This is an optimization exercise on Yosys and OpenROAD, whose aim is small area, a short achievable clock period and few clock cycles, not a production implementation. Where RTL was checked, it was by simulation tests only, not by an equivalence proof against the original. Function not checked in runs 3 to 8: the RTL went through the layout flow alone. Power figures rest on the tool's default switching activity, not on a simulated workload.

==> design/flow/design.v <==
module drawLine
    (
        output logic [18:0] addr  ,
        output logic [31:0] data  ,
        output logic        wr    ,
        input  logic        busy  ,
        input  logic        clk   ,
        input  logic        reset ,
        input  logic        clk_en,
        input  logic        start ,
        output logic        done  ,
        input  logic [31:0] dataa ,
        input  logic [31:0] datab ,
        input  logic  [7:0] n     ,
        output logic [31:0] result
    );
    logic        sa, sb, sc, sd, se, sf, sg, sw, run;   
    logic        single;                            
    logic        first;                             
    logic        steep, sgx, sgy;
    logic [10:0] freg;
    logic  [9:0] cnt;
    wire [9:0] rp = result[9:0];
    wire [9:0] rq = result[29:20];
    wire idle = ~(sa | sb | sc | sd | se | sf | sg | sw | run);
    wire [9:0] x0 = dataa[9:0];
    wire [9:0] y0 = dataa[19:10];
    wire [9:0] x1 = dataa[29:20];
    wire [9:0] y1 = datab[9:0];
    wire       empty = (x0 == x1) && (y0 == y1) && (n != 8'd0);
    wire        cci = sb | (sc & ~sgx) | (sf & ~steep);
    wire [11:0] ccw = {1'b0, cnt, 1'b1} + {1'b0, ~rq, cci};
    wire        ccout = ccw[11];
    wire  [9:0] cc = ccw[10:1];
    wire        g    = ~freg[10];               
    wire        fsel = sb | sc | g;
    wire        fci  = sb | g;
    wire [10:0] fop  = fsel ? ~{1'b0, rp} : {1'b0, rq};
    wire [11:0] fsw  = {freg, 1'b1} + {fop, fci};
    wire [10:0] fs   = fsw[11:1];
    wire  [9:0] bigD = steep ? rq : cnt;
    wire        mx  = ~first & (~steep | g);
    wire        my  = ~first & (steep | g);
    wire        xn  = mx & sgx;
    wire        h0  = my ^ xn;
    wire        h1  = my ? sgy : xn;
    wire        h2  = my ? ~sgy : xn;
    wire [18:0] addend = {{9{h1}}, h2, h1, h0, {6{xn}}, mx}
                       | {2'b00, rp & {10{sb}}, 7'd0}
                       | {9'd0, rq[9:7] & {3{sc}}, 7'd0};
    wire [10:0] alo   = {1'b0, addr[9:0]} + {1'b0, addend[9:0]};
    wire  [8:0] ahi0  = addr[18:10] + addend[18:10];
    wire  [8:0] ahi1  = addr[18:10] + addend[18:10] + 9'd1;
    wire [18:0] asum  = {alo[10] ? ahi1 : ahi0, alo[9:0]};
    wire issue = ~busy;
    wire start_e = idle & start;
    wire ev_run  = (sg | run) & issue;           
    wire last    = (cnt == 10'd1);
    wire ev_one  = ((sc & single) | sw) & issue;  
    wire fin     = (ev_run & last) | ev_one;      
    wire        en_cnt  = start_e | sc | (sf & steep) | ev_run;
    wire  [9:0] d_cnt   = (sg | run) ? cnt - 10'd1 :
                          sc ? cc ^ {10{sgx}} :
                          sf ? rq : x1;
    wire        en_freg = start_e | sb | sc | sf | sg | (run & issue & ~first);
    wire [10:0] d_freg  = sf ? ~{2'b00, bigD[9:1]} :
                          idle ? {1'b0, y1} : fs;
    wire        en_addr = start_e | sb | sc | (run & issue);
    wire [18:0] d_addr  = idle ? {y0, 2'b00, x0[6:0]} : asum;
    wire        en_rp   = sa | sb | sf | fin;
    wire  [9:0] d_rp    = sa ? y0 : sb ? 10'd0 : sf ? cc ^ {10{steep}} : datab[9:0];
    wire        en_rq   = sa | sd | (sf & steep) | fin;
    wire  [9:0] d_rq    = sa ? x0 : sd ? freg[9:0] ^ {10{sgy}} : sf ? cnt : datab[29:20];
    wire        en_col  = sa | fin;
    assign data = {22'd0, result[19:10]};
    always_ff @(posedge clk) begin
        if (reset) begin
            sa     <= 1'b0;
            sb     <= 1'b0;
            sc     <= 1'b0;
            sd     <= 1'b0;
            se     <= 1'b0;
            sf     <= 1'b0;
            sg     <= 1'b0;
            sw     <= 1'b0;
            run    <= 1'b0;
            wr     <= 1'b0;
            done   <= 1'b0;
            result <= 32'd0;
        end else if (clk_en) begin
            sa   <= start_e & ~empty;
            sb   <= sa;
            sc   <= sb;
            sd   <= sc & ~single;
            se   <= sd;
            sf   <= se;
            sg   <= sf;
            sw   <= ((sc & single) | sw) & ~issue;
            run  <= (sg | run) & ~(issue & last);
            wr   <= ev_run | ev_one;
            done <= (start_e & empty) | fin;
            if (en_rp)  result[9:0]   <= d_rp;
            if (en_col) result[19:10] <= datab[19:10];
            if (en_rq)  result[29:20] <= d_rq;
            if (fin)    result[31:30] <= datab[31:30];
        end
    end
    always_ff @(posedge clk) begin
        if (clk_en) begin
            if (start_e) begin
                single <= (n == 8'd0);
            end
            if (start_e | ev_run)
                first <= start_e;
            if (sb)
                sgx <= ~ccout;
            if (sc)
                sgy <= freg[10];
            if (se)
                steep <= ~ccout;
            if (en_cnt)
                cnt <= d_cnt;
            if (en_freg)
                freg <= d_freg;
            if (en_addr)
                addr <= d_addr;
        end
    end
endmodule
==> design/flow/flow/run.sh <==
#!/bin/bash
# Standard layout, with the port buffers made of the smallest buffer cell
# (the resizer upsizes them where timing needs it).
set -euo pipefail
export BUFFER_PORTS_ARGS="-buffer_cell sky130_fd_sc_hd__buf_1"
bash standard.sh finish > make_finish.log 2>&1
==> design/flow/standard.sh <==
#!/bin/bash
# synth_recipe.tcl (not shown) runs the flow's synth.tcl, then flattens the netlist and writes it again
# the make line also repeats each setting of config.mk as NAME=value (left out here)
make -C /OpenROAD-flow-scripts/flow DESIGN_CONFIG=/design/flow/config.mk WORK_HOME=/design/flow/orfs CLKGATE_MAP_FILE= SYNTH_SCRIPT=/design/flow/synth_recipe.tcl "${@:-finish}"
==> design/flow/config.mk <==
export PLATFORM = sky130hd
export DESIGN_NAME = drawLine
export DESIGN_NICKNAME = drawLine
export VERILOG_FILES = /design/flow/design.v
export SDC_FILE = /design/flow/constraint.sdc
export NUM_CORES = 4
export LEC_CHECK = 0
export ABC_CLOCK_PERIOD_IN_PS = 2500
export CAP_MARGIN = 20
export CORE_MARGIN = 2
export CORE_UTILIZATION = 50
export PLACE_DENSITY = 0.65
export SETUP_SLACK_MARGIN = 2.9
export SLEW_MARGIN = 20
==> design/flow/constraint.sdc <==
create_clock -name core_clock -period 6.0 [get_ports {clk}]
set_input_delay 1.2000 -clock core_clock [delete_from_list [all_inputs] [get_ports {clk}]]
set_output_delay 1.2000 -clock core_clock [all_outputs]
set_load 0.01 [all_outputs]
==> results of run 1 <==
[final cells by class]
cell class                      count  area (sq um)  area share
Tap cell                          180         225.2     0.02640
Multi-Input combinational cell    685          4861      0.5699
Inverter                           32         122.6     0.01438
Clock inverter                      6         55.05    0.006454
Timing Repair Buffer              167         802.0     0.09403
Clock buffer                       10         250.2     0.02934
Sequential cell                    88          2213      0.2595
[what timing repair did]
item,in CTS,in global routing
setup endpoints to repair,39,69
cloned,2,0
pin swaps,12,21
setup buffers,15,4
gates resized for setup,26,35
[worst max-delay path by stage]
stage | endpoint | slack [ns]
6_report | addr[18] | 2.66
5_1_grt | addr[18] | 2.54
4_1_cts | addr[18] | 2.75
3_5_place_dp | addr[18] | 2.35
3_3_place_gp | addr[18] | 2.38
2_1_floorplan | addr[18] | 2.91
[metal layers]
metal | up-vias | track usage | wire length (um)
met2 | 311 | 0.4449 | 10300
met3 | 45 | 0.05713 | 1965
met5 | - | 0 | 0
li1 | 3264 | - | -
met1 | 3143 | 0.3793 | 9563
met4 | 0 | 0.09121 | 579
[power breakdown]
group	leakage [nW]	switching (W)	total, W	internal, W
logic	2.32	0.000327	0.000561	0.000234
registers	0.771	0.0000363	0.000708	0.000672
clock network	0.153	0.000285	0.000601	0.000316
total	3.25	0.000648	0.00187	0.00122
[tightest hold or removal path, cell delays in order, from the launching register on]
cell and delay [ns]:
dfxtp_1 0.33, mux2i_1 0.07, nor2_1 0.07
[sequential cells by signal (all words and copies together) (netlist names)]
| name | cells |
|---|---|
| sgx | 1 |
| sb | 1 |
| result | 32 |
| done | 1 |
| se | 1 |
| wr | 1 |
| sg | 1 |
| sf | 1 |
| sw | 1 |
| single | 1 |
| cnt | 10 |
| sd | 1 |
| addr | 19 |
| sgy | 1 |
| run | 1 |
| steep | 1 |
| sa | 1 |
| freg | 11 |
| first | 1 |
| sc | 1 |
[through the flow]
step / total power, W / util / area (sq um)
after floorplan: 0.001090 / - / 7370
after global placement: 0.001212 / 0.5523 / 7755
after detailed placement: 0.001215 / 0.5523 / 7755
after CTS: 0.001837 / 0.5940 / 8341
after global routing: 0.001949 / 0.6074 / 8529
final: 0.001869 / 0.6074 / 8529
[Yosys cell counts (2+ instances only)]
master,number
a211oi_1,46
a21o_1,17
a21oi_1,95
a221oi_1,4
a22o_1,2
a22oi_1,2
a31oi_1,5
and2_1,7
and3_1,2
and4_1,2
buf_1,7
buf_2,7
buf_4,32
clkbuf_1,32
dfxtp_1,43
edfxtp_1,45
fa_1,4
ha_1,42
inv_1,32
mux2_2,6
mux2i_1,30
nand2_1,52
nand2b_1,3
nand3_1,11
nand3b_1,4
nand4_1,8
nor2_1,103
nor2b_1,18
nor3_1,17
nor4_1,3
o211ai_1,2
o21a_1,6
o21ai_0,37
o21ai_1,2
o21bai_1,3
o22ai_1,2
o31a_1,4
o31ai_1,2
o41ai_1,2
or2_2,5
or3_1,2
or4_1,2
xnor2_1,71
xor2_1,23
[kinds of logic (layout without fill, tap and decap cells)]
logic type / after synthesis / in the layout
AO/OA/AOI/OAI: 242 / 242
multiplexers: 36 / 36
AND/OR/NAND/NOR: 243 / 244
flip-flops: 88 / 88
other: 1 / 22
XOR/XNOR: 95 / 95
buffers and inverters: 110 / 215
adder cells (fa/ha/maj): 46 / 46
==> impl_metrics.py, run 1 <==
metrics = {
    "outcome": {
        "status": "finished clean",
    },
    "synthesis": {
        "post-synth-top-area-cell": "edfxtp_1",
        "syn_area_per_cell_sq_um": 8.414,
        "ys.flop_type": "edfxtp_1",
        "syn_area_sq_um": 7244,
        "ys_async_sr_fraction": 0,
        "synthDominantCellAreaShare": 0.1865,
        "synthCells": 861,
        "netlist-cell-type-count": 61,
        "ys_seq_area_frac": 0.3054,
        "synth_fa_ha_area_frac": 0.08359,
        "synth-xor-area-share": 0.1168,
        "synth_compound_area_frac": 0.2114,
        "synth.area.top_cells": "edfxtp_1 19%, dfxtp_1 12%, xnor2_1 8.6%",
        "synth_top_family_by_area": "compound AO/OA/AOI/OAI gates",
        "synth_edf_count": 45,
        "synthSimpleGateAreaFrac": 0.1568,
        "muxShareOfSynthArea": 0.05078,
        "synth_seq_cells": 88,
        "yosys_warnings": 1,
    },
    "critical_path": {
        "worst_r2r_path_depth": 14,
        "path_buf_inv": 2,
        "cp_slowest_cell": "edfxtp_1",
        "critPathMaxFanout": 7,
        "crit_required_ns": 6.10,
        "start_kind": "flop",
        "reg2reg_slack_ns": 2.66,
        "path_delay_family": "compound AO/OA/AOI/OAI gates",
        "worstSetupStartpoint": "steep",
        "endpoint_kind": "flop",
        "r2r-start": "steep",
        "reg2reg_to": "addr[18]",
        "max_stage_delay_ns": 0.43,
        "cp_num_cells": 14,
        "crit_type": "reg -> reg",
        "cp_cell_sequence": "buf_12 -> nor2b_4 -> mux2i_4 -> nor2_4 -> a21o_1 -> ha_1 -> a211oi_2 -> a21oi_2 -> o41ai_2 -> xor2_1 -> buf_4 -> nor4_4 -> xnor2_1 -> a21oi_1",
        "arrival_ns": 3.44,
    },
    "clocking": {
        "cts.sinks": 88,
        "cts.path.max_buffers": 2,
        "path_clk_slew_ns": 0.07,
        "cts_buffers": 9,
        "tritoncts": "done",
        "clk_latency_ns": 0.36,
        "h-tree-depth": 3,
        "cts_hold_buf": 0,
        "clockRootBuffer": "clkbuf_16",
    },
    "die": {
        "row_count": 43,
        "die_w_um": 124.4,
        "die-area_sq_um": 15470,
        "ioPinCount": 162,
        "core_area_sq_um": 14040,
        "start_util": 0.5159,
        "die_height_um": 124.4,
    },
    "placement": {
        "portBuffers": 137,
        "place_ws_ns": 2.354,
        "dp.cells": 1130,
        "dpl.hpwl_um": 16030,
        "place.gp.congestion": 0.9250,
    },
    "route": {
        "vias": 6763,
        "drc": 0,
        "drt-total-wl_um": 22410,
        "final_antenna_net_count": 0,
        "vias_per_cell": 5.790,
        "avgRoutedWirePerCell_um": 19.18,
        "drt_iter0_drc": 492,
        "firstDrtPassIters": 5,
    },
    "grt": {
        "grt_pass1_wl_um": 34000,
        "antenna_found_initial": 0,
        "grt_util_all_layers": 0.2792,
        "grt_pass1_vias": 6221,
        "overflow": 0,
        "grt_max_degree": 64,
    },
    "timing": {
        "drv_slew": 0,
        "period_share": 0.5574,
        "fmax_mhz": 299.0,
        "worst_slack_ns": 2.656,
        "min_period_ns": 3.344,
        "finalSetupViolCount": 0,
        "tightest_slew_ns": 0.9796,
        "worst_hold_slack_ns": 0.5016,
        "finalSetupTns_ns": 0,
        "max_slew_margin": 0.3469,
        "rsz0062_at_grt": "yes",
        "fin_skew_ns": 0.007956,
        "finalHoldViolations": 0,
    },
    "flow_run": {
        "maxCapViolCount": 0,
    },
    "worst_hold_path": {
        "hold_depth": 2,
        "worstHoldStart": "result[31]",
        "hold_end": "result[31]",
        "hp-class": "reg -> reg",
    },
    "cells_and_area": {
        "syn_to_final_growth_pct": 17.74,
        "layout-drive-gt1-share": 0.1134,
        "n_fill_cell": 1326,
        "nets": 1106,
        "num_antenna_cells": 0,
        "final_common_cell": "buf_1",
        "fin_cells": 1168,
        "layout_common_cells": "135 x buf_1, 99 x nor2_1, 91 x a21oi_1, 67 x xnor2_1, 50 x nand2_1",
    },
    "pwr": {
        "p_per_area_nw_per_um2": 219.2,
        "power.static_leakage_nw": 3.248,
        "ir_worst_vdd_v": 0.0001437,
    },
}
Testbench counts, summed over its fixed seeds: cycles 75,107.
==> run 2, diff against run 1 <==
--- a/design/flow/config.mk
+++ b/design/flow/config.mk
@@ -10,3 +10,5 @@
 export CORE_MARGIN = 2
-export CORE_UTILIZATION = 50
+export CORE_UTILIZATION = 55
+export CTS_BUF_LIST = sky130_fd_sc_hd__clkbuf_4 sky130_fd_sc_hd__clkbuf_8
+export CTS_CLUSTER_SIZE = 30
 export PLACE_DENSITY = 0.65
==> impl_metrics.py, run 2 <==
metrics = {
    "synthesis": {
        "syn_area_sq_um": 7244,
        "synthDominantCellAreaShare": 0.1865,
        "synthCells": 861,
        "ys.flop_type": "edfxtp_1",
        "yosys_warnings": 1,
        "ys_seq_area_frac": 0.3054,
        "yosysMostFrequentCell": "nor2_1",
        "synth.area.top_cells": "edfxtp_1 19%, dfxtp_1 12%, xnor2_1 8.6%",
        "ys_async_sr_fraction": 0,
        "syn_area_per_cell_sq_um": 8.414,
        "post-synth-top-area-cell": "edfxtp_1",
        "synth_commonest_cells": "103 x nor2_1, 95 x a21oi_1, 71 x xnor2_1",
        "netlist-cell-type-count": 61,
        "synth_seq_cells": 88,
        "synth_edf_count": 45,
    },
    "critical_path": {
        "critPathMaxFanout": 7,
        "start_kind": "flop",
        "crit_type": "reg -> reg",
        "arrival_ns": 3.32,
        "cp_cell_sequence": "buf_12 -> nor2b_4 -> mux2i_2 -> nor2_4 -> a21o_1 -> ha_1 -> a211oi_2 -> a21oi_2 -> o41ai_2 -> xor2_1 -> nor4_4 -> xnor2_1 -> a21oi_1",
        "endpoint_kind": "flop",
        "cp_slowest_cell": "edfxtp_1",
        "crit_required_ns": 6.11,
        "max_stage_delay_ns": 0.45,
    },
    "outcome": {
        "status": "finished clean",
    },
    "route": {
        "avgRoutedWirePerCell_um": 20.58,
        "final_antenna_net_count": 0,
        "firstDrtPassIters": 6,
        "drt-total-wl_um": 23990,
        "vias": 6940,
        "drt_iter0_drc": 601,
        "drc": 0,
        "vias_per_cell": 5.952,
    },
    "clocking": {
        "path_clk_slew_ns": 0.10,
        "cts.sinks": 88,
        "cts_hold_buf": 0,
        "clockRootBuffer": "clkbuf_8",
        "cts.path.max_buffers": 2,
        "tritoncts": "done",
        "cts_buffers": 9,
        "h-tree-depth": 3,
        "clk_latency_ns": 0.39,
    },
    "placement": {
        "place.gp.congestion": 0.9361,
        "placedInstanceArea_sq_um": 7731,
        "dpl.hpwl_um": 17240,
        "portBuffers": 137,
    },
    "cells_and_area": {
        "multi_input_area_sq_um": 4817,
        "num_antenna_cells": 0,
        "layout-drive-gt1-share": 0.1127,
        "syn_to_final_growth_pct": 16.68,
        "regMostFlops": "result",
        "final_common_cell": "buf_1",
        "layout_common_cells": "135 x buf_1, 101 x nor2_1, 93 x a21oi_1, 68 x xnor2_1, 50 x nand2_1",
        "area.sequential_sq_um": 2215,
        "nets": 1112,
        "fin_area_sq_um": 8453,
        "largestRegisters": "result x32, addr x19, freg x11",
        "largest_reg_flops": 32,
        "n_fill_cell": 1131,
    },
    "timing": {
        "tightest_slew_ns": 1.017,
        "period_share": 0.5351,
        "fin_skew_ns": 0.01531,
        "fmax_mhz": 311.5,
        "finalHoldViolations": 0,
        "finalSetupTns_ns": 0,
        "drv_slew": 0,
        "finalSetupViolCount": 0,
        "min_period_ns": 3.210,
        "rsz0062_at_grt": "yes",
        "max_slew_margin": 0.3210,
    },
    "die": {
        "die_w_um": 118.8,
        "start_util": 0.5694,
        "ioPinCount": 162,
        "die_height_um": 118.8,
        "row_count": 41,
        "core_area_sq_um": 12720,
        "die-area_sq_um": 14110,
    },
    "flow_run": {
        "maxCapViolCount": 0,
    },
    "worst_hold_path": {
        "hp-class": "reg -> reg",
    },
    "grt": {
        "grt_pass1_wl_um": 35510,
        "grt_util_all_layers": 0.3298,
        "antenna_found_initial": 0,
        "grt_max_degree": 64,
        "overflow": 0,
        "grt_pass1_vias": 6398,
    },
    "pwr": {
        "power.static_leakage_nw": 3.234,
        "ir_worst_vdd_v": 0.0001267,
        "p_per_area_nw_per_um2": 207.5,
    },
}
==> run 2: cell counts after synthesis <==
No cell type changed its count.
==> run 2: critical path, delay by kind of cell (launching register included) <==
family	cells	cell delay (ns)
multiplexers	1	0.27
AO/OA/AOI/OAI	5	0.85
AND/OR/NAND/NOR	3	0.52
adder cells (fa/ha/maj)	1	0.33
buffers and inverters	1	0.17
flip-flops	1	0.45
XOR/XNOR	2	0.34
==> run 2: cells by family (layout without fill, tap and decap cells) <==
kind of cell / count (synthesis) / count (layout) / synth area share
other cells: 1 / 22 / 0.0005176
mux: 36 / 36 / 0.05078
compound gates: 242 / 242 / 0.2114
fa+ha+maj: 46 / 46 / 0.08359
simple gates: 243 / 245 / 0.1568
xor+xnor: 95 / 95 / 0.1168
flops: 88 / 88 / 0.3054
buf+inv: 110 / 220 / 0.07479
==> run 2: area by class of cell <==
type,instances,area share
Timing Repair Buffer,172,0.1017
Sequential cell,88,0.2620
Multi-Input combinational cell,686,0.5699
Clock buffer,9,0.01465
Clock inverter,7,0.01169
Inverter,32,0.01465
Tap cell,172,0.02546
==> run 2: metal layers <==
layer | part of all wire | track usage | vias to the layer above | wire length, um
met1 | 0.42 | 0.4470 | 3268 | 9972
li1 | - | - | 3285 | -
met4 | 0.043 | 0.1548 | 0 | 1030
met5 | 0 | 0 | - | 0
met3 | 0.088 | 0.05068 | 66 | 2117
met2 | 0.45 | 0.5151 | 321 | 10870
==> run 2: through the flow <==
stage / utilization / instances / setup WS, ns / hold WS [ns] / power (W)
after floorplan: - / 882 / 2.905 / 0.4767 / 0.001090
after global placement: 0.6070 / 1119 / 2.337 / 0.4754 / 0.001205
after detailed placement: 0.6077 / 1119 / 2.279 / 0.4821 / 0.001218
after CTS: 0.6486 / 1155 / 2.770 / 0.5113 / 0.001719
after global routing: 0.6644 / 1166 / 2.643 / 0.5463 / 0.001833
final: 0.6644 / 1166 / 2.790 / 0.5121 / 0.001754
==> run 2: final timing paths <==
path / cells after the start / end / slack, ns / from
max: 13 / addr[18] / 2.79 / steep
min: 2 / result[30] / 0.51 / result[30]
max reg2reg: 13 / addr[18] / 2.79 / steep
min reg2reg: 2 / result[30] / 0.51 / result[30]
==> run 2: where the power goes <==
group	switching, W	internal, W	leakage (nW)
Clock	0.000250	0.000238	0.111
Sequential	0.0000397	0.000672	0.772
Combinational	0.000323	0.000230	2.35
Total	0.000613	0.00114	3.23
==> run 2: repair_timing <==
| action | 4_1_cts | 5_1_grt |
|---|---|---|
| buffers inserted | 17 | 10 |
| setup endpoints to repair | 24 | 23 |
| cloned | 3 | 1 |
| resized for setup | 27 | 22 |
| pin swaps | 13 | 20 |
==> run 3, diff against run 2 <==
--- a/design/flow/design.v
+++ b/design/flow/design.v
@@ -16,3 +16,3 @@
     );
-    logic        sa, sb, sc, sd, se, sf, sg, sw, run;   
+    logic        sa, sb, sc, se, sf, sg, sw, run;   
     logic        single;                            
@@ -24,3 +24,3 @@
     wire [9:0] rq = result[29:20];
-    wire idle = ~(sa | sb | sc | sd | se | sf | sg | sw | run);
+    wire idle = ~(sa | sb | sc | se | sf | sg | sw | run);
     wire [9:0] x0 = dataa[9:0];
@@ -71,4 +71,4 @@
     wire  [9:0] d_rp    = sa ? y0 : sb ? 10'd0 : sf ? cc ^ {10{steep}} : datab[9:0];
-    wire        en_rq   = sa | sd | (sf & steep) | fin;
-    wire  [9:0] d_rq    = sa ? x0 : sd ? freg[9:0] ^ {10{sgy}} : sf ? cnt : datab[29:20];
+    wire        en_rq   = sa | (sc & ~single) | (sf & steep) | fin;
+    wire  [9:0] d_rq    = sa ? x0 : (sc & ~single) ? fs[9:0] ^ {10{freg[10]}} : sf ? cnt : datab[29:20];
     wire        en_col  = sa | fin;
@@ -80,3 +80,2 @@
             sc     <= 1'b0;
-            sd     <= 1'b0;
             se     <= 1'b0;
@@ -93,4 +92,3 @@
             sc   <= sb;
-            sd   <= sc & ~single;
-            se   <= sd;
+            se   <= sc & ~single;
             sf   <= se;
--- a/design/flow/config.mk
+++ b/design/flow/config.mk
@@ -10,7 +10,5 @@
 export CORE_MARGIN = 2
-export CORE_UTILIZATION = 55
-export CTS_BUF_LIST = sky130_fd_sc_hd__clkbuf_4 sky130_fd_sc_hd__clkbuf_8
-export CTS_CLUSTER_SIZE = 30
-export PLACE_DENSITY = 0.65
-export SETUP_SLACK_MARGIN = 2.9
+export CORE_UTILIZATION = 40
+export PLACE_DENSITY = 0.6
+export SETUP_SLACK_MARGIN = 2.7
 export SLEW_MARGIN = 20
==> impl_metrics.py, run 3 <==
metrics = {
    "cells_and_area": {
        "largest_reg_flops": 32,
        "layout-drive-gt1-share": 0.1223,
        "fin_area_sq_um": 8617,
        "syn_to_final_growth_pct": 17.71,
        "num_antenna_cells": 0,
        "nets": 1099,
        "fin_util": 0.4797,
        "final_common_cell": "buf_1",
        "layout_common_cells": "135 x buf_1, 96 x nor2_1, 74 x a21oi_1, 49 x nand2_1, 46 x xnor2_1",
        "regMostFlops": "result",
        "largestRegisters": "result x32, addr x19, freg x11",
    },
    "clocking": {
        "h-tree-depth": 3,
        "clk_latency_ns": 0.36,
        "clockRootBuffer": "clkbuf_16",
        "path_clk_slew_ns": 0.07,
        "cts_hold_buf": 0,
        "cts.sinks": 87,
        "tritoncts": "done",
        "cts.path.max_buffers": 2,
        "cts_buffers": 9,
    },
    "route": {
        "vias": 6782,
        "avgRoutedWirePerCell_um": 19.47,
        "firstDrtPassIters": 5,
        "vias_per_cell": 5.605,
        "drc": 0,
        "drt_iter0_drc": 588,
        "final_antenna_net_count": 0,
        "drt-total-wl_um": 23560,
    },
    "synthesis": {
        "synthCells": 850,
        "syn_area_sq_um": 7321,
        "synth_edf_count": 45,
        "ys_async_sr_fraction": 0,
        "post-synth-top-area-cell": "edfxtp_1",
        "synth_seq_cells": 87,
        "synth.area.top_cells": "edfxtp_1 18%, dfxtp_1 11%, ha_1 7.2%",
        "yosys_warnings": 1,
        "syn_area_per_cell_sq_um": 8.613,
        "ys.flop_type": "edfxtp_1",
        "synthDominantCellAreaShare": 0.1846,
        "yosysMostFrequentCell": "nor2_1",
        "synth_commonest_cells": "97 x nor2_1, 81 x a21oi_1, 49 x nand2_1, 49 x xnor2_1, 45 x edfxtp_1",
        "netlist-cell-type-count": 71,
        "ys_seq_area_frac": 0.2994,
    },
    "pwr": {
        "clkPwrFrac": 0.315,
        "ir_worst_vdd_v": 0.0001440,
        "combinationalPowerShare": 0.316,
        "p_seq_frac": 0.369,
        "swShare": 0.3466,
        "p_sw_w": 0.0006553,
        "p_per_area_nw_per_um2": 219.4,
        "power.static_leakage_nw": 3.396,
        "internal_power_w": 0.001235,
    },
    "timing": {
        "fmax_mhz": 309.2,
        "rsz0062_at_grt": "yes",
        "worst_slack_ns": 2.766,
        "finalSetupViolCount": 0,
        "fin_skew_ns": 0.009746,
        "max_slew_margin": 0.3244,
        "finalHoldViolations": 0,
        "tightest_slew_ns": 1.013,
        "period_share": 0.5390,
        "drv_slew": 0,
        "min_period_ns": 3.234,
        "finalSetupTns_ns": 0,
    },
    "die": {
        "die-area_sq_um": 19400,
        "row_count": 49,
        "die_height_um": 139.3,
        "core_area_sq_um": 17960,
        "die_w_um": 139.3,
        "ioPinCount": 162,
        "start_util": 0.4075,
    },
    "critical_path": {
        "cp_cell_sequence": "buf_12 -> nand2b_4 -> or2_2 -> nor2_1 -> a21oi_1 -> ha_1 -> o21ai_1 -> o21bai_2 -> a211oi_2 -> o31ai_2 -> a21oi_2 -> xnor2_2 -> o21ai_1 -> a221oi_1",
        "arrival_ns": 3.48,
        "max_stage_delay_ns": 0.39,
        "critPathMostFrequentCell": "o21ai_1",
        "endpoint_kind": "flop",
        "path_buf_inv": 1,
        "start_kind": "flop",
        "critPathMaxFanout": 8,
        "cp_slowest_cell": "ha_1",
        "crit_required_ns": 6.25,
        "path_delay_family": "compound AO/OA/AOI/OAI gates",
        "crit_type": "reg -> reg",
    },
    "placement": {
        "portBuffers": 137,
        "place.gp.congestion": 0.9502,
        "placedInstanceArea_sq_um": 7860,
        "dpl.hpwl_um": 17300,
        "place_ws_ns": 1.823,
    },
    "outcome": {
        "status": "finished clean",
    },
    "grt": {
        "grt_pass1_wl_um": 35250,
        "grt_util_all_layers": 0.2313,
        "grt_pass1_vias": 6244,
        "grt_max_degree": 70,
        "antenna_found_initial": 0,
        "overflow": 0,
    },
    "worst_hold_path": {
        "hp-class": "reg -> reg",
    },
    "flow_run": {
        "maxCapViolCount": 0,
    },
}
-- run 3: repair_timing --
action                                  in CTS  in global routing
pin swaps                                    6                 20
gates resized for setup                     21                 42
setup buffers                                6                 14
gates cloned                                 1                  2
endpoints found under the setup margin      29                 30
-- run 3: worst min-delay path: cells and delay by family, from the launching register on --
| family | cells | cell delay [ns] |
|---|---|---|
| flops | 1 | 0.33 |
| mux | 1 | 0.07 |
| simple gates | 1 | 0.07 |
-- run 3: cell families (layout without fill, tap and decap cells) --
family	Yosys count	count (layout)	synth area share
AO/OA/AOI/OAI	237	237	0.2123
other	1	22	0.0005122
buffers and inverters	107	215	0.07486
AND/OR/NAND/NOR	233	235	0.1536
XOR/XNOR	93	93	0.1123
adder cells (fa/ha/maj)	46	46	0.08272
multiplexers	46	46	0.06426
flip-flops	87	87	0.2994
-- run 3: final timing paths --
check	from	to	slack (ns)	cells past startpoint
max	sb	result[29]	2.77	14
min	result[31]	result[31]	0.50	2
max reg2reg	sb	result[29]	2.77	14
min reg2reg	result[31]	result[31]	0.50	2
-- run 3: layout make-up --
class | count | area, sq um
Sequential cell | 87 | 2197
Fill cell | 1779 | 9346
Timing Repair Buffer | 170 | 817.0
Tap cell | 229 | 286.5
Clock inverter | 5 | 43.79
Inverter | 29 | 108.9
Clock buffer | 11 | 264.0
Multi-Input combinational cell | 679 | 4900
-- run 3: per-stage QoR --
stage	std cells	power, W	hold WS [ns]
final	1210	0.001890	0.4971
after global routing	1210	0.001979	0.5366
after CTS	1194	0.001855	0.5048
after detailed placement	1171	0.001240	0.4865
after global placement	1171	0.001235	0.4722
after floorplan	871	0.001104	0.4277
-- run 3: power groups by stage --
| stage | sequential [W] | clock [W] | combinational, W |
|---|---|---|---|
| floorplan | 0.000706 | 0 | 0.000399 |
| global placement | 0.000712 | 0 | 0.000523 |
| detailed placement | 0.000712 | 0 | 0.000527 |
| CTS | 0.000696 | 0.000608 | 0.000551 |
| global route | 0.000700 | 0.000628 | 0.000651 |
| finish | 0.000697 | 0.000596 | 0.000597 |
-- run 3: routing by layer --
layer	GRT usage	vias up	wire, um	share of wire
li1	-	3254	-	-
met1	0.3173	3225	10230	0.43
met2	0.3674	259	11000	0.47
met3	0.03304	44	1570	0.067
met4	0.09357	0	766	0.033
met5	0	-	0	0
==> run 4, diff against run 3 <==
--- a/design/flow/config.mk
+++ b/design/flow/config.mk
@@ -12,3 +12,3 @@
 export PLACE_DENSITY = 0.6
-export SETUP_SLACK_MARGIN = 2.7
+export SETUP_SLACK_MARGIN = 2.9
 export SLEW_MARGIN = 20
==> impl_metrics.py, run 4 <==
metrics = {
    "cells_and_area": {
        "fin_util": 0.4955,
        "num_antenna_cells": 0,
        "layout_common_cells": "135 x buf_1, 93 x nor2_1, 71 x a21oi_1, 49 x nand2_1, 46 x xnor2_1",
        "layout-drive-gt1-share": 0.1536,
        "regMostFlops": "result",
        "largest_reg_flops": 32,
        "syn_to_final_growth_pct": 21.59,
        "largestRegisters": "result x32, addr x19, freg x11",
        "nets": 1114,
        "final_common_cell": "buf_1",
        "fin_cells": 1225,
    },
    "die": {
        "start_util": 0.4075,
        "die_w_um": 139.3,
        "ioPinCount": 162,
        "die-area_sq_um": 19400,
        "row_count": 49,
        "die_height_um": 139.3,
        "core_area_sq_um": 17960,
    },
    "synthesis": {
        "synth.area.top_cells": "edfxtp_1 18%, dfxtp_1 11%, ha_1 7.2%",
        "post-synth-top-area-cell": "edfxtp_1",
        "synth_seq_cells": 87,
        "syn_area_per_cell_sq_um": 8.613,
        "yosysMostFrequentCell": "nor2_1",
        "ys_async_sr_fraction": 0,
        "syn_area_sq_um": 7321,
        "synthDominantCellAreaShare": 0.1846,
        "synth_commonest_cells": "97 x nor2_1, 81 x a21oi_1, 49 x nand2_1, 49 x xnor2_1, 45 x edfxtp_1",
        "yosys_warnings": 1,
        "synth_edf_count": 45,
        "synthCells": 850,
        "ys_seq_area_frac": 0.2994,
        "netlist-cell-type-count": 71,
        "ys.flop_type": "edfxtp_1",
    },
    "outcome": {
        "status": "finished clean",
    },
    "timing": {
        "min_period_ns": 3.178,
        "drv_slew": 0,
        "finalHoldViolations": 0,
        "period_share": 0.5297,
        "finalSetupViolCount": 0,
        "fmax_mhz": 314.6,
        "finalSetupTns_ns": 0,
        "tightest_slew_ns": 1.102,
        "rsz0062_at_grt": "yes",
        "fin_skew_ns": 0.01163,
        "max_slew_margin": 0.2651,
    },
    "critical_path": {
        "r2r-start": "freg[10]",
        "critPathMaxFanout": 6,
        "worst_r2r_path_depth": 16,
        "reg2reg_to": "addr[18]",
        "crit_type": "reg -> reg",
        "start_kind": "flop",
        "reg2reg_slack_ns": 2.82,
        "crit_required_ns": 6.11,
        "endpoint_kind": "flop",
        "worstSetupStartpoint": "freg[10]",
        "arrival_ns": 3.29,
    },
    "grt": {
        "grt_pass1_wl_um": 35410,
        "grt_max_degree": 70,
        "overflow": 0,
        "antenna_found_initial": 0,
        "grt_pass1_vias": 6101,
        "grt_util_all_layers": 0.2346,
    },
    "route": {
        "final_antenna_net_count": 0,
        "vias": 6778,
        "vias_per_cell": 5.533,
        "firstDrtPassIters": 5,
        "drc": 0,
        "drt_iter0_drc": 494,
        "avgRoutedWirePerCell_um": 19.50,
        "drt-total-wl_um": 23890,
    },
    "pwr": {
        "power.static_leakage_nw": 3.496,
        "p_per_area_nw_per_um2": 223.1,
        "ir_worst_vdd_v": 0.0001421,
    },
    "clocking": {
        "cts.path.max_buffers": 2,
        "tritoncts": "done",
        "cts.sinks": 87,
        "clockRootBuffer": "clkbuf_16",
        "cts_buffers": 9,
        "path_clk_slew_ns": 0.07,
        "clk_latency_ns": 0.36,
        "h-tree-depth": 3,
        "cts_hold_buf": 0,
    },
    "placement": {
        "dpl.hpwl_um": 17640,
        "portBuffers": 137,
        "dp.cells": 1171,
        "place.gp.congestion": 0.9266,
    },
    "worst_hold_path": {
        "hold_end": "result[30]",
        "hp-class": "reg -> reg",
        "worstHoldStart": "result[30]",
        "hold_depth": 2,
    },
    "flow_run": {
        "maxCapViolCount": 0,
    },
}
## run 4: cells by family after synthesis
family	synth area share
fa+ha+maj	0.08272
xor+xnor	0.1123
compound gates	0.2123
mux	0.06426
simple gates	0.1536
other cells	0.0005122
buf+inv	0.07486
flops	0.2994
## run 4: final cells by class
type	count	area [sq um]
Inverter	29	108.9
Clock buffer	10	250.2
Sequential cell	87	2195
Fill cell	1715	9062
Tap cell	229	286.5
Clock inverter	6	83.83
Multi-Input combinational cell	679	5035
Timing Repair Buffer	185	942.2
## run 4: worst max-delay path: stages (launching register included)
cell	delay [ns]
edfxtp_1	0.40
buf_4	0.19
nand2b_4	0.09
mux2i_4	0.24
nor2_4	0.07
a21o_1	0.16
ha_2	0.18
inv_2	0.05
fa_2	0.23
nand2b_4	0.15
a21oi_4	0.06
o22a_4	0.24
or3b_4	0.38
a21oi_2	0.16
o211ai_2	0.10
xnor2_1	0.15
a21oi_1	0.08
## run 4: what timing repair did
action                     in CTS  in global routing
buffers inserted               20                 15
gates resized for setup        44                 34
gates cloned                    3                  0
hold endpoints to repair        0                  0
pin swaps                      25                 26
setup endpoints to repair      48                 38
## run 4: stage by stage
step	power (W)	area [sq um]	hold WS, ns	setup slack, ns
2_1_floorplan	0.001110	7461	0.4277	2.876
3_3_place_gp	0.001243	7900	0.4753	2.078
3_5_place_dp	0.001249	7900	0.4864	1.993
4_1_cts	0.001946	8616	0.5056	2.855
5_1_grt	0.002073	8901	0.5434	2.680
6_report	0.001986	8901	0.4972	2.822
## run 4: per-layer routing
metal	share of wire	track usage	up-vias
met5	0	0	-
met4	0.041	0.1127	0
met3	0.050	0.02753	50
met2	0.46	0.3666	219
met1	0.45	0.3232	3226
li1	-	-	3283
## run 4: how the worst max path moves through the flow
stage	endpoint	slack (ns)	cells past startpoint
floorplan	addr[18]	2.88	15
global placement	result[29]	2.08	13
detailed placement	result[29]	1.99	13
CTS	addr[18]	2.86	15
global route	addr[18]	2.68	16
finish	addr[18]	2.82	16
## run 4: power breakdown
| part | internal, W | switching, W | total (W) | leakage, nW |
|---|---|---|---|---|
| Combinational | 0.000280 | 0.000367 | 0.000647 | 2.57 |
| Sequential | 0.000664 | 0.0000347 | 0.000699 | 0.763 |
| Clock | 0.000359 | 0.000281 | 0.000640 | 0.163 |
==> run 5, diff against run 4 <==
--- a/design/flow/config.mk
+++ b/design/flow/config.mk
@@ -10,4 +10,4 @@
 export CORE_MARGIN = 2
-export CORE_UTILIZATION = 40
-export PLACE_DENSITY = 0.6
+export CORE_UTILIZATION = 50
+export PLACE_DENSITY = 0.65
 export SETUP_SLACK_MARGIN = 2.9
==> impl_metrics.py, run 5 <==
metrics = {
    "pwr": {
        "power.static_leakage_nw": 3.443,
        "p_per_area_nw_per_um2": 217.6,
        "ir_worst_vdd_v": 0.0001235,
    },
    "worst_hold_path": {
        "hp-class": "reg -> reg",
        "worstHoldStart": "wr",
        "hold_depth": 2,
        "hold_end": "wr",
    },
    "synthesis": {
        "synth.area.top_cells": "edfxtp_1 18%, dfxtp_1 11%, ha_1 7.2%",
        "synth_commonest_cells": "97 x nor2_1, 81 x a21oi_1, 49 x nand2_1, 49 x xnor2_1, 45 x edfxtp_1",
        "synthDominantCellAreaShare": 0.1846,
        "syn_area_sq_um": 7321,
        "syn_area_per_cell_sq_um": 8.613,
        "yosysMostFrequentCell": "nor2_1",
        "ys_seq_area_frac": 0.2994,
        "ys.flop_type": "edfxtp_1",
        "yosys_warnings": 1,
        "synth_edf_count": 45,
        "synth_seq_cells": 87,
        "post-synth-top-area-cell": "edfxtp_1",
        "netlist-cell-type-count": 71,
        "synthCells": 850,
        "ys_async_sr_fraction": 0,
    },
    "timing": {
        "finalSetupViolCount": 0,
        "max_slew_margin": 0.3020,
        "finalHoldViolations": 0,
        "fin_skew_ns": 0.01174,
        "finalSetupTns_ns": 0,
        "rsz0062_at_grt": "yes",
        "tightest_slew_ns": 1.047,
        "drv_slew": 0,
        "worst_slack_ns": 2.798,
        "worst_hold_slack_ns": 0.4911,
        "period_share": 0.5337,
        "fmax_mhz": 312.3,
        "min_period_ns": 3.202,
    },
    "critical_path": {
        "r2r-start": "freg[10]",
        "arrival_ns": 3.27,
        "crit_required_ns": 6.07,
        "worstSetupStartpoint": "freg[10]",
        "reg2reg_slack_ns": 2.80,
        "critPathMaxFanout": 8,
        "start_kind": "flop",
        "worst_r2r_path_depth": 16,
        "endpoint_kind": "flop",
        "reg2reg_to": "addr[18]",
        "crit_type": "reg -> reg",
    },
    "clocking": {
        "clk_latency_ns": 0.36,
        "cts_buffers": 9,
        "cts.sinks": 87,
        "clockRootBuffer": "clkbuf_16",
        "cts.path.max_buffers": 2,
        "cts_hold_buf": 0,
        "h-tree-depth": 3,
        "tritoncts": "done",
        "path_clk_slew_ns": 0.07,
    },
    "route": {
        "avgRoutedWirePerCell_um": 19.10,
        "vias": 6744,
        "drc": 0,
        "drt-total-wl_um": 22410,
        "drt_iter0_drc": 436,
        "vias_per_cell": 5.749,
        "firstDrtPassIters": 5,
        "final_antenna_net_count": 0,
    },
    "die": {
        "die-area_sq_um": 15630,
        "row_count": 44,
        "die_w_um": 125,
        "core_area_sq_um": 14420,
        "ioPinCount": 162,
        "start_util": 0.5075,
        "die_height_um": 125,
    },
    "placement": {
        "place_ws_ns": 1.984,
        "placedInstanceArea_sq_um": 7833,
        "dpl.hpwl_um": 16150,
        "place.gp.congestion": 0.9145,
        "portBuffers": 137,
    },
    "cells_and_area": {
        "layout-drive-gt1-share": 0.1496,
        "nets": 1107,
        "fin_util": 0.6040,
        "regMostFlops": "result",
        "n_fill_cell": 1337,
        "largest_reg_flops": 32,
        "layout_common_cells": "135 x buf_1, 95 x nor2_1, 72 x a21oi_1, 48 x nand2_1, 45 x edfxtp_1",
        "multi_input_area_sq_um": 5015,
        "area.sequential_sq_um": 2197,
        "syn_to_final_growth_pct": 19.01,
        "final_common_cell": "buf_1",
        "fin_area_sq_um": 8712,
        "largestRegisters": "result x32, addr x19, freg x11",
        "num_antenna_cells": 0,
    },
    "outcome": {
        "status": "finished clean",
    },
    "grt": {
        "grt_util_all_layers": 0.2788,
        "antenna_found_initial": 0,
        "grt_pass1_vias": 6235,
        "grt_max_degree": 69,
        "grt_pass1_wl_um": 34310,
        "overflow": 0,
    },
    "flow_run": {
        "maxCapViolCount": 0,
    },
}
[run 5: per-layer routing]
layer  vias to the layer above  GRT usage  share of wire
met3                        39    0.05006          0.072
met1                      3176     0.3789           0.44
met4                         0    0.08693          0.024
li1                       3266          -              -
met5                         -          0              0
met2                       263     0.4536           0.47
[run 5: power by group]
group	internal, W	total (W)	switching (W)
combinational	0.000269	0.000628	0.000359
sequential	0.000664	0.000697	0.0000330
clock	0.000310	0.000571	0.000261
total	0.00124	0.00190	0.000654
[run 5: cell families (layout without fill, tap and decap cells)]
family          count (synthesis)  count (layout)  share of synthesized area
mux                            46              46                    0.06426
fa+ha+maj                      46              46                    0.08272
xor+xnor                       93              93                     0.1123
compound gates                237             237                     0.2123
flops                          87              87                     0.2994
simple gates                  233             235                     0.1536
buf+inv                       107             223                    0.07486
other cells                     1              22                  0.0005122
[run 5: cell type report]
type                            instances  area share
Clock inverter                          5    0.004308
Tap cell                              184     0.02643
Timing Repair Buffer                  178     0.09981
Sequential cell                        87      0.2522
Inverter                               29     0.01249
Multi-Input combinational cell        679      0.5756
Clock buffer                           11     0.02915
[run 5: how the worst max path moves through the flow]
stage	endpoint	slack, ns	cells past startpoint
2_1_floorplan	addr[18]	2.88	15
3_3_place_gp	result[29]	2.01	13
3_5_place_dp	result[29]	1.98	13
4_1_cts	addr[18]	2.81	15
5_1_grt	addr[18]	2.64	15
6_report	addr[18]	2.80	16
[run 5: repair_timing]
action / in CTS / in global routing
pin swaps: 19 / 20
resized for setup: 37 / 33
endpoints found under the setup margin: 52 / 38
buffers inserted: 22 / 8
gates cloned: 3 / 0
[run 5: through the flow]
step	cells	total power, W
finish	1173	0.001896
floorplan	871	0.001110
global placement	1124	0.001237
CTS	1165	0.001848
global route	1173	0.001984
detailed placement	1124	0.001240
[run 5: critical path: stages, from the launching register on]
cell      delay (ns)
edfxtp_1        0.44
buf_6           0.15
nand2b_4        0.08
mux2i_4         0.25
nor2_4          0.08
a21o_1          0.18
ha_2            0.17
inv_2           0.05
fa_2            0.22
nand2b_4        0.14
a21oi_4         0.06
o22a_4          0.25
or3b_4          0.38
a21oi_2         0.15
o211ai_2        0.10
xnor2_1         0.14
a21oi_1         0.09
==> run 6, diff against run 5 <==
--- a/design/flow/config.mk
+++ b/design/flow/config.mk
@@ -10,3 +10,5 @@
 export CORE_MARGIN = 2
-export CORE_UTILIZATION = 50
+export CORE_UTILIZATION = 55
+export CTS_BUF_LIST = sky130_fd_sc_hd__clkbuf_4 sky130_fd_sc_hd__clkbuf_8
+export CTS_CLUSTER_SIZE = 30
 export PLACE_DENSITY = 0.65
==> impl_metrics.py, run 6 <==
metrics = {
    "clocking": {
        "cts.sinks": 87,
        "clockRootBuffer": "clkbuf_8",
        "cts_hold_buf": 0,
        "h-tree-depth": 3,
        "tritoncts": "done",
        "cts.path.max_buffers": 2,
        "cts_buffers": 9,
        "path_clk_slew_ns": 0.10,
        "clk_latency_ns": 0.40,
    },
    "grt": {
        "grt_max_degree": 70,
        "antenna_found_initial": 0,
        "grt_pass1_vias": 6583,
        "grt_util_all_layers": 0.3198,
        "grt_pass1_wl_um": 35230,
        "overflow": 0,
    },
    "cells_and_area": {
        "n_fill_cell": 1129,
        "largestRegisters": "result x32, addr x19, freg x11",
        "num_antenna_cells": 0,
        "layout-drive-gt1-share": 0.1787,
        "largest_reg_flops": 32,
        "fin_area_sq_um": 8892,
        "syn_to_final_growth_pct": 21.47,
        "nets": 1125,
        "fin_cells": 1183,
        "regMostFlops": "result",
        "final_common_cell": "buf_1",
        "layout_common_cells": "135 x buf_1, 91 x nor2_1, 71 x a21oi_1, 49 x buf_4, 47 x nand2_1",
    },
    "timing": {
        "drv_slew": 0,
        "fmax_mhz": 308.3,
        "tightest_slew_ns": 1.067,
        "period_share": 0.5405,
        "finalHoldViolations": 0,
        "finalSetupTns_ns": 0,
        "max_slew_margin": 0.2885,
        "finalSetupViolCount": 0,
        "rsz0062_at_grt": "yes",
        "fin_skew_ns": 0.01075,
        "min_period_ns": 3.243,
    },
    "placement": {
        "portBuffers": 137,
        "placedInstanceArea_sq_um": 7834,
        "place.gp.congestion": 0.9560,
        "dpl.hpwl_um": 16290,
        "dp.cells": 1118,
    },
    "synthesis": {
        "syn_area_per_cell_sq_um": 8.613,
        "synthDominantCellAreaShare": 0.1846,
        "netlist-cell-type-count": 71,
        "synth_commonest_cells": "97 x nor2_1, 81 x a21oi_1, 49 x nand2_1, 49 x xnor2_1, 45 x edfxtp_1",
        "synth.area.top_cells": "edfxtp_1 18%, dfxtp_1 11%, ha_1 7.2%",
        "syn_area_sq_um": 7321,
        "yosys_warnings": 1,
        "ys_seq_area_frac": 0.2994,
        "synth_edf_count": 45,
        "synth_seq_cells": 87,
        "synthCells": 850,
        "yosysMostFrequentCell": "nor2_1",
        "post-synth-top-area-cell": "edfxtp_1",
        "ys_async_sr_fraction": 0,
        "ys.flop_type": "edfxtp_1",
    },
    "pwr": {
        "ir_worst_vdd_v": 0.0001452,
        "total_power_w": 0.001799,
        "p_per_area_nw_per_um2": 202.3,
        "power.static_leakage_nw": 3.522,
    },
    "critical_path": {
        "arrival_ns": 3.39,
        "critPathMaxFanout": 8,
        "endpoint_kind": "flop",
        "crit_type": "reg -> reg",
        "crit_required_ns": 6.15,
        "start_kind": "flop",
    },
    "die": {
        "die_w_um": 119.4,
        "core_area_sq_um": 13140,
        "row_count": 42,
        "start_util": 0.5572,
        "die-area_sq_um": 14250,
        "ioPinCount": 162,
        "die_height_um": 119.4,
    },
    "flow_run": {
        "maxCapViolCount": 0,
    },
    "route": {
        "routedLengthMet1_um": 9657,
        "vias": 7022,
        "firstDrtPassIters": 5,
        "wl_met2_um": 10570,
        "maxUsedRoutingLayer": "met4",
        "met3_wirelength_um": 1883,
        "drt-total-wl_um": 23090,
        "drt_iter0_drc": 520,
        "vias_per_cell": 5.936,
        "final_antenna_net_count": 0,
        "avgRoutedWirePerCell_um": 19.52,
        "drc": 0,
    },
    "worst_hold_path": {
        "hp-class": "reg -> reg",
    },
    "outcome": {
        "status": "finished clean",
    },
}
-- run 6: changes by cell type in the layout (fill, tap and decap cells not counted), sizes merged --
cell	change
inv	+3
clkinv	-2
bufbuf	+1
buf	+16
-- run 6: cell type report --
| cell class | count | area, sq um | share of cell area |
|---|---|---|---|
| inverters | 29 | 108.9 | 0.01224 |
| repair buffers | 196 | 1065 | 0.1197 |
| clock inverters | 6 | 47.55 | 0.005347 |
| multi-input cells | 679 | 5115 | 0.5752 |
| flip-flops and latches | 87 | 2198 | 0.2472 |
| well taps | 176 | 220.2 | 0.02476 |
| clock buffers | 10 | 137.6 | 0.01548 |
-- run 6: final timing paths --
check | start | endpoint | slack [ns] | depth (start not counted)
hold reg to reg | result[30] | result[30] | 0.51 | 2
setup reg to reg | steep | addr[18] | 2.76 | 15
hold / removal | result[30] | result[30] | 0.51 | 2
setup / recovery | steep | addr[18] | 2.76 | 15
-- run 6: kinds of logic after synthesis --
group | Yosys count | share of synthesized area
mux | 46 | 0.06426
simple gates | 233 | 0.1536
flops | 87 | 0.2994
fa+ha+maj | 46 | 0.08272
buf+inv | 107 | 0.07486
xor+xnor | 93 | 0.1123
compound gates | 237 | 0.2123
other cells | 1 | 0.0005122
-- run 6: what timing repair did --
| action | 4_1_cts | 5_1_grt |
|---|---|---|
| pin swaps | 27 | 44 |
| setup buffers | 27 | 18 |
| endpoints found under the hold margin | 0 | 0 |
| endpoints found under the setup margin | 39 | 44 |
| resized for setup | 43 | 59 |
| cloned | 4 | 0 |
-- run 6: through the flow --
step | util | hold WS, ns | setup slack (ns)
CTS | 0.6441 | 0.5181 | 2.778
detailed placement | 0.5963 | 0.4937 | 1.953
floorplan | - | 0.4277 | 2.876
global route | 0.6769 | 0.5517 | 2.655
global placement | 0.5963 | 0.4749 | 2.024
finish | 0.6769 | 0.5112 | 2.757
-- run 6: layer usage --
metal,up-vias,GRT usage
met2,311,0.5090
li1,3303,-
met5,-,0
met4,0,0.1404
met3,59,0.05556
met1,3349,0.4276
-- run 6: critical path, cell delays in order (launching register included) --
cell	delay, ns
edfxtp_1	0.48
nand2b_4	0.20
mux2i_4	0.19
nor2_4	0.21
a21o_1	0.12
ha_2	0.18
inv_2	0.04
fa_2	0.39
nand2b_4	0.17
a21oi_4	0.15
o22a_4	0.19
xnor2_2	0.09
a211o_1	0.28
o211ai_2	0.08
xnor2_1	0.14
a21oi_1	0.08
-- run 6: report_power, final --
| group | leakage (nW) | internal, W | switching (W) |
|---|---|---|---|
| Sequential | 0.764 | 0.000664 | 0.0000342 |
| Clock | 0.100 | 0.000169 | 0.000254 |
| Combinational | 2.66 | 0.000298 | 0.000381 |
| Total | 3.52 | 0.00113 | 0.000669 |
==> run 7, diff against run 6 <==
--- a/design/flow/design.v
+++ b/design/flow/design.v
@@ -30,3 +30,3 @@
     wire       empty = (x0 == x1) && (y0 == y1) && (n != 8'd0);
-    wire        cci = sb | (sc & ~sgx) | (sf & ~steep);
+    logic       cci;
     wire [11:0] ccw = {1'b0, cnt, 1'b1} + {1'b0, ~rq, cci};
@@ -35,3 +35,4 @@
     wire        g    = ~freg[10];               
-    wire        fsel = sb | sc | g;
+    logic       sbc;                            
+    wire        fsel = sbc | g;
     wire        fci  = sb | g;
@@ -41,4 +42,5 @@
     wire  [9:0] bigD = steep ? rq : cnt;
-    wire        mx  = ~first & (~steep | g);
-    wire        my  = ~first & (steep | g);
+    logic       mxs, mys;                       
+    wire        mx  = g ? ~first : mxs;
+    wire        my  = g ? ~first : mys;
     wire        xn  = mx & sgx;
@@ -110,4 +112,10 @@
             end
+            cci <= sa | ((sb | se) & ccout);
+            sbc <= sa | sb;
             if (start_e | ev_run)
                 first <= start_e;
+            if (start_e | (ev_run & first)) begin
+                mxs <= ~start_e & ~steep;
+                mys <= ~start_e & steep;
+            end
             if (sb)
--- a/design/flow/config.mk
+++ b/design/flow/config.mk
@@ -10,7 +10,5 @@
 export CORE_MARGIN = 2
-export CORE_UTILIZATION = 55
-export CTS_BUF_LIST = sky130_fd_sc_hd__clkbuf_4 sky130_fd_sc_hd__clkbuf_8
-export CTS_CLUSTER_SIZE = 30
-export PLACE_DENSITY = 0.65
-export SETUP_SLACK_MARGIN = 2.9
+export CORE_UTILIZATION = 40
+export PLACE_DENSITY = 0.6
+export SETUP_SLACK_MARGIN = 2.7
 export SLEW_MARGIN = 20
==> impl_metrics.py, run 7 <==
metrics = {
    "outcome": {
        "status": "finished clean",
    },
    "synthesis": {
        "yosysMostFrequentCell": "nor2_1",
        "synthDominantCellAreaShare": 0.1932,
        "ys_async_sr_fraction": 0,
        "ys.flop_type": "edfxtp_1",
        "synth.area.top_cells": "edfxtp_1 19%, dfxtp_1 11%, ha_1 6.9%",
        "synthCells": 906,
        "synth_edf_count": 49,
        "ys_seq_area_frac": 0.3036,
        "syn_area_per_cell_sq_um": 8.405,
        "synth_commonest_cells": "107 x nor2_1, 89 x a21oi_1, 84 x nand2_1",
        "syn_area_sq_um": 7615,
        "netlist-cell-type-count": 79,
        "yosys_warnings": 1,
        "post-synth-top-area-cell": "edfxtp_1",
        "synth_seq_cells": 91,
    },
    "cells_and_area": {
        "n_fill_cell": 1881,
        "fin_area_sq_um": 8783,
        "syn_to_final_growth_pct": 15.35,
        "multi_input_area_sq_um": 4961,
        "regMostFlops": "result",
        "largest_reg_flops": 32,
        "largestRegisters": "result x32, addr x19, freg x11",
        "layout-drive-gt1-share": 0.09320,
        "layout_common_cells": "136 x buf_1, 106 x nor2_1, 86 x a21oi_1, 83 x nand2_1, 49 x edfxtp_1",
        "fin_util": 0.4696,
        "final_common_cell": "buf_1",
        "area.sequential_sq_um": 2315,
        "nets": 1148,
        "num_antenna_cells": 0,
    },
    "clocking": {
        "clk_latency_ns": 0.37,
        "cts.path.max_buffers": 2,
        "cts.sinks": 91,
        "h-tree-depth": 3,
        "cts_buffers": 9,
        "tritoncts": "done",
        "clockRootBuffer": "clkbuf_16",
        "cts_hold_buf": 0,
        "path_clk_slew_ns": 0.07,
    },
    "route": {
        "avgRoutedWirePerCell_um": 19.29,
        "vias_per_cell": 5.650,
        "drt_iter0_drc": 543,
        "final_antenna_net_count": 0,
        "drc": 0,
        "firstDrtPassIters": 5,
        "vias": 7142,
        "drt-total-wl_um": 24380,
    },
    "critical_path": {
        "path_buf_inv": 1,
        "cp_cell_sequence": "buf_12 -> a21o_1 -> and2_4 -> nand2_2 -> o21ai_2 -> a221o_1 -> ha_4 -> a21oi_2 -> and2_1 -> a22oi_2 -> nand4_1 -> nor3_2 -> xnor2_1 -> mux2_2",
        "max_stage_delay_ns": 0.43,
        "start_kind": "flop",
        "critPathMaxFanout": 8,
        "path_delay_family": "compound AO/OA/AOI/OAI gates",
        "crit_type": "reg -> reg",
        "arrival_ns": 3.35,
        "cp_slowest_cell": "edfxtp_1",
        "endpoint_kind": "flop",
        "crit_required_ns": 6.11,
    },
    "grt": {
        "grt_pass1_vias": 6346,
        "grt_max_degree": 57,
        "antenna_found_initial": 1,
        "grt_util_all_layers": 0.2390,
        "grt_pass1_wl_um": 36600,
        "overflow": 0,
    },
    "die": {
        "core_area_sq_um": 18710,
        "die-area_sq_um": 20160,
        "die_w_um": 142.0,
        "ioPinCount": 162,
        "row_count": 50,
        "start_util": 0.4071,
        "die_height_um": 142.0,
    },
    "placement": {
        "placedInstanceArea_sq_um": 8147,
        "dpl.hpwl_um": 17740,
        "portBuffers": 137,
        "place.gp.congestion": 0.9020,
    },
    "timing": {
        "max_slew_margin": 0.3033,
        "fmax_mhz": 309.0,
        "min_period_ns": 3.236,
        "tightest_slew_ns": 1.045,
        "period_share": 0.5394,
        "finalSetupViolCount": 0,
        "rsz0062_at_grt": "yes",
        "drv_slew": 0,
        "worst_hold_slack_ns": 0.4994,
        "finalSetupTns_ns": 0,
        "finalHoldViolations": 0,
        "fin_skew_ns": 0.01439,
    },
    "pwr": {
        "p_per_area_nw_per_um2": 230.1,
        "total_power_w": 0.002021,
        "power.static_leakage_nw": 3.284,
        "ir_worst_vdd_v": 0.0001397,
    },
    "worst_hold_path": {
        "hp-class": "reg -> reg",
    },
    "flow_run": {
        "maxCapViolCount": 0,
    },
}
-- run 7: cell count changes after synthesis, moves of 5 or more --
cell,change
a31oi_1,-5
a221oi_1,-9
nand3_1,+7
a21o_1,-11
nor2_1,+10
o21ai_1,+12
a21oi_1,+8
a311oi_1,+7
o211ai_1,+6
nand2_1,+35
xnor2_1,-6
-- run 7: final timing paths --
kind / from / end / slack (ns) / cells after the start
worst min register to register: se / se / 0.50 / 2
worst max register to register: freg[10] / addr[17] / 2.76 / 14
worst max-delay path: freg[10] / addr[17] / 2.76 / 14
worst min-delay path: se / se / 0.50 / 2
-- run 7: cell type report --
| type | instances | share of cell area |
|---|---|---|
| repair buffers | 166 | 0.08860 |
| clock inverters | 6 | 0.007123 |
| multi-input cells | 724 | 0.5648 |
| well taps | 234 | 0.03333 |
| clock buffers | 10 | 0.02849 |
| inverters | 33 | 0.01410 |
| flip-flops and latches | 91 | 0.2635 |
-- run 7: kinds of logic (layout without fill, tap and decap cells) --
| logic type | Yosys count | in the layout | synth area share |
|---|---|---|---|
| adders and majority gates | 46 | 46 | 0.07953 |
| xor gates and xnor gates | 92 | 92 | 0.1124 |
| muxes | 42 | 42 | 0.05652 |
| buffers and inverters | 112 | 215 | 0.07295 |
| AOI/OAI and AO/OA | 238 | 238 | 0.2028 |
| DFF | 91 | 91 | 0.3036 |
| and+or+nand+nor | 284 | 284 | 0.1717 |
| other | 1 | 22 | 0.0004925 |
-- run 7: through the flow --
step / setup slack (ns) / cells
2_1_floorplan: 2.724 / 927
3_3_place_gp: 2.216 / 1229
3_5_place_dp: 2.155 / 1229
4_1_cts: 2.701 / 1255
5_1_grt: 2.662 / 1264
6_report: 2.764 / 1264
-- run 7: what timing repair did --
action / in CTS / in global routing
setup endpoints to repair: 13 / 10
gates resized for setup: 11 / 23
gates cloned: 1 / 0
setup buffers: 9 / 9
pin swaps: 6 / 14
-- run 7: worst reg2reg max path: cells and delay by family, from the launching register on --
| kind | cells | cell delay [ns] |
|---|---|---|
| buffers and inverters | 1 | 0.16 |
| AOI/OAI and AO/OA | 5 | 0.90 |
| xor gates and xnor gates | 1 | 0.09 |
| DFF | 1 | 0.43 |
| adders and majority gates | 1 | 0.31 |
| muxes | 1 | 0.26 |
| and+or+nand+nor | 5 | 0.84 |
-- run 7: where the power goes --
part | switching [W] | internal (W) | leakage [nW]
Combinational | 0.000399 | 0.000277 | 2.33
Clock | 0.000293 | 0.000319 | 0.154
Sequential | 0.0000363 | 0.000697 | 0.803
Total | 0.000728 | 0.00129 | 3.28
-- run 7: routing by layer --
metal | global-route usage | up-vias | wire [um]
li1 | - | 3433 | -
met1 | 0.3417 | 3367 | 11020
met2 | 0.3682 | 298 | 10770
met3 | 0.03937 | 42 | 1957
met4 | 0.07789 | 2 | 610
met5 | 0 | - | 17
==> run 8, diff against run 7 <==
--- a/design/flow/config.mk
+++ b/design/flow/config.mk
@@ -12,3 +12,3 @@
 export PLACE_DENSITY = 0.6
-export SETUP_SLACK_MARGIN = 2.7
+export SETUP_SLACK_MARGIN = 2.9
 export SLEW_MARGIN = 20
==> impl_metrics.py, run 8 <==
metrics = {
    "route": {
        "final_antenna_net_count": 0,
        "drt_iter0_drc": 789,
        "drc": 0,
        "avgRoutedWirePerCell_um": 19.90,
        "firstDrtPassIters": 8,
        "maxUsedRoutingLayer": "met4",
        "met3_wirelength_um": 2187,
        "vias_per_cell": 5.691,
        "drt-total-wl_um": 25570,
        "routedLengthMet1_um": 11250,
        "wl_met2_um": 11500,
        "vias": 7313,
    },
    "die": {
        "die_height_um": 142.0,
        "start_util": 0.4071,
        "ioPinCount": 162,
        "die-area_sq_um": 20160,
        "row_count": 50,
        "die_w_um": 142.0,
        "core_area_sq_um": 18710,
    },
    "clocking": {
        "h-tree-depth": 3,
        "clockRootBuffer": "clkbuf_16",
        "path_clk_slew_ns": 0.07,
        "tritoncts": "done",
        "cts.sinks": 91,
        "cts_buffers": 9,
        "cts.path.max_buffers": 2,
        "cts_hold_buf": 0,
        "clk_latency_ns": 0.36,
    },
    "synthesis": {
        "syn_area_per_cell_sq_um": 8.405,
        "yosys_warnings": 1,
        "synth_seq_cells": 91,
        "ys_async_sr_fraction": 0,
        "synth_commonest_cells": "107 x nor2_1, 89 x a21oi_1, 84 x nand2_1",
        "ys.flop_type": "edfxtp_1",
        "synthDominantCellAreaShare": 0.1932,
        "netlist-cell-type-count": 79,
        "syn_area_sq_um": 7615,
        "synthCells": 906,
        "ys_seq_area_frac": 0.3036,
        "synth_edf_count": 49,
        "synth.area.top_cells": "edfxtp_1 19%, dfxtp_1 11%, ha_1 6.9%",
        "yosysMostFrequentCell": "nor2_1",
        "post-synth-top-area-cell": "edfxtp_1",
    },
    "cells_and_area": {
        "syn_to_final_growth_pct": 20.46,
        "num_antenna_cells": 0,
        "fin_cells": 1285,
        "final_common_cell": "buf_1",
        "largestRegisters": "result x32, addr x19, freg x11",
        "largest_reg_flops": 32,
        "layout_common_cells": "136 x buf_1, 105 x nor2_1, 81 x a21oi_1, 78 x nand2_1, 49 x edfxtp_1",
        "nets": 1169,
        "regMostFlops": "result",
        "layout-drive-gt1-share": 0.1427,
    },
    "grt": {
        "grt_util_all_layers": 0.2454,
        "grt_pass1_wl_um": 37730,
        "overflow": 0,
        "antenna_found_initial": 0,
        "grt_max_degree": 56,
        "grt_pass1_vias": 6596,
    },
    "critical_path": {
        "cp_slowest_cell": "edfxtp_1",
        "arrival_ns": 3.23,
        "cp_cell_sequence": "buf_12 -> a21o_1 -> and2_4 -> nand2_2 -> o21ai_2 -> a221o_1 -> ha_4 -> a21oi_2 -> and2_1 -> a22oi_2 -> nand4_1 -> buf_4 -> buf_4 -> xnor2_2 -> o21ai_1",
        "path_buf_inv": 3,
        "critPathMostFrequentCell": "buf_4",
        "start_kind": "flop",
        "crit_type": "reg -> reg",
        "critPathMaxFanout": 8,
        "endpoint_kind": "flop",
        "max_stage_delay_ns": 0.43,
        "crit_required_ns": 6.10,
        "path_delay_family": "compound AO/OA/AOI/OAI gates",
    },
    "timing": {
        "fin_skew_ns": 0.008758,
        "min_period_ns": 3.131,
        "finalSetupViolCount": 0,
        "max_slew_margin": 0.2629,
        "rsz0062_at_grt": "yes",
        "finalSetupTns_ns": 0,
        "period_share": 0.5218,
        "fmax_mhz": 319.4,
        "finalHoldViolations": 0,
        "tightest_slew_ns": 1.103,
        "drv_slew": 0,
    },
    "placement": {
        "dpl.hpwl_um": 17880,
        "dp.cells": 1229,
        "place.gp.congestion": 0.9426,
        "portBuffers": 137,
    },
    "pwr": {
        "p_seq_frac": 0.354,
        "combinationalPowerShare": 0.360,
        "internal_power_w": 0.001315,
        "power.static_leakage_nw": 3.418,
        "p_per_area_nw_per_um2": 226.9,
        "ir_worst_vdd_v": 0.0001496,
        "p_sw_w": 0.0007670,
        "swShare": 0.3685,
        "clkPwrFrac": 0.286,
    },
    "flow_run": {
        "maxCapViolCount": 0,
    },
    "outcome": {
        "status": "finished clean",
    },
    "worst_hold_path": {
        "hp-class": "reg -> reg",
    },
}
run 8: cell counts after synthesis:
Identical to the previous run, type by type.
run 8: repair_timing:
action | 4_1_cts | 5_1_grt
endpoints found under the setup margin | 41 | 20
gates resized for setup | 25 | 52
gates cloned | 1 | 3
setup buffers | 18 | 18
pin swaps | 11 | 22
run 8: layout make-up:
| type | count | area [sq um] |
|---|---|---|
| Multi-Input combinational cell | 726 | 5189 |
| Tap cell | 234 | 292.8 |
| Fill cell | 1788 | 9533 |
| Timing Repair Buffer | 185 | 958.4 |
| Sequential cell | 91 | 2315 |
| Clock inverter | 7 | 68.82 |
| Inverter | 33 | 123.9 |
| Clock buffer | 9 | 225.2 |
run 8: kinds of logic (layout without fill, tap and decap cells):
| group | after synthesis | count (layout) | synth area share |
|---|---|---|---|
| buffers and inverters | 112 | 234 | 0.07295 |
| AO/OA/AOI/OAI | 238 | 239 | 0.2028 |
| AND/OR/NAND/NOR | 284 | 285 | 0.1717 |
| XOR/XNOR | 92 | 92 | 0.1124 |
| adder cells (fa/ha/maj) | 46 | 46 | 0.07953 |
| multiplexers | 42 | 42 | 0.05652 |
| other | 1 | 22 | 0.0004925 |
| flip-flops | 91 | 91 | 0.3036 |
run 8: worst paths after layout:
check,slack [ns],start,cells after the start,end
setup / recovery,2.87,freg[10],15,addr[15]
hold / removal,0.51,se,2,se
setup reg to reg,2.87,freg[10],15,addr[15]
hold reg to reg,0.51,se,2,se
run 8: metrics by stage:
step / utilization / setup slack [ns] / total power, W / hold slack, ns / area, sq um
floorplan: - / 2.929 / 0.001199 / 0.4673 / 7706
global placement: 0.4357 / 2.233 / 0.001356 / 0.4804 / 8149
detailed placement: 0.4357 / 2.212 / 0.001359 / 0.4861 / 8149
CTS: 0.4666 / 2.850 / 0.001994 / 0.4975 / 8728
global route: 0.4904 / 2.795 / 0.002181 / 0.5337 / 9173
finish: 0.4904 / 2.869 / 0.002082 / 0.5054 / 9173
run 8: metal layers:
| metal | global-route usage | vias to the layer above |
|---|---|---|
| li1 | - | 3464 |
| met1 | 0.3463 | 3424 |
| met2 | 0.3825 | 377 |
| met3 | 0.03802 | 48 |
| met4 | 0.08632 | 0 |
| met5 | 0 | - |
run 8: power groups by stage:
stage | combinational (W) | sequential [W] | clock [W]
6_report | 0.000749 | 0.000736 | 0.000596
5_1_grt | 0.000814 | 0.000740 | 0.000627
4_1_cts | 0.000660 | 0.000734 | 0.000600
3_5_place_dp | 0.000611 | 0.000748 | 0
3_3_place_gp | 0.000609 | 0.000747 | 0
2_1_floorplan | 0.000458 | 0.000741 | 0
run 8: worst reg2reg max path, cell delays in order (launching register included):
cell and delay, ns:
edfxtp_1 0.43, buf_12 0.18, a21o_1 0.21, and2_4 0.17, nand2_2 0.07, o21ai_2 0.06, a221o_1 0.33, ha_4 0.31
a21oi_2 0.06, and2_1 0.14, a22oi_2 0.21, nand4_1 0.19, buf_4 0.19, buf_4 0.13, xnor2_2 0.13, o21ai_1 0.07

Check on run 8: ideal ports give 2.869 ns setup slack; a clkbuf_16 on the clock port and buf_2 on the inputs give 2.869 ns; moving port delays by the midpoint clock arrival (0.407 ns) as well gives 2.708 ns.
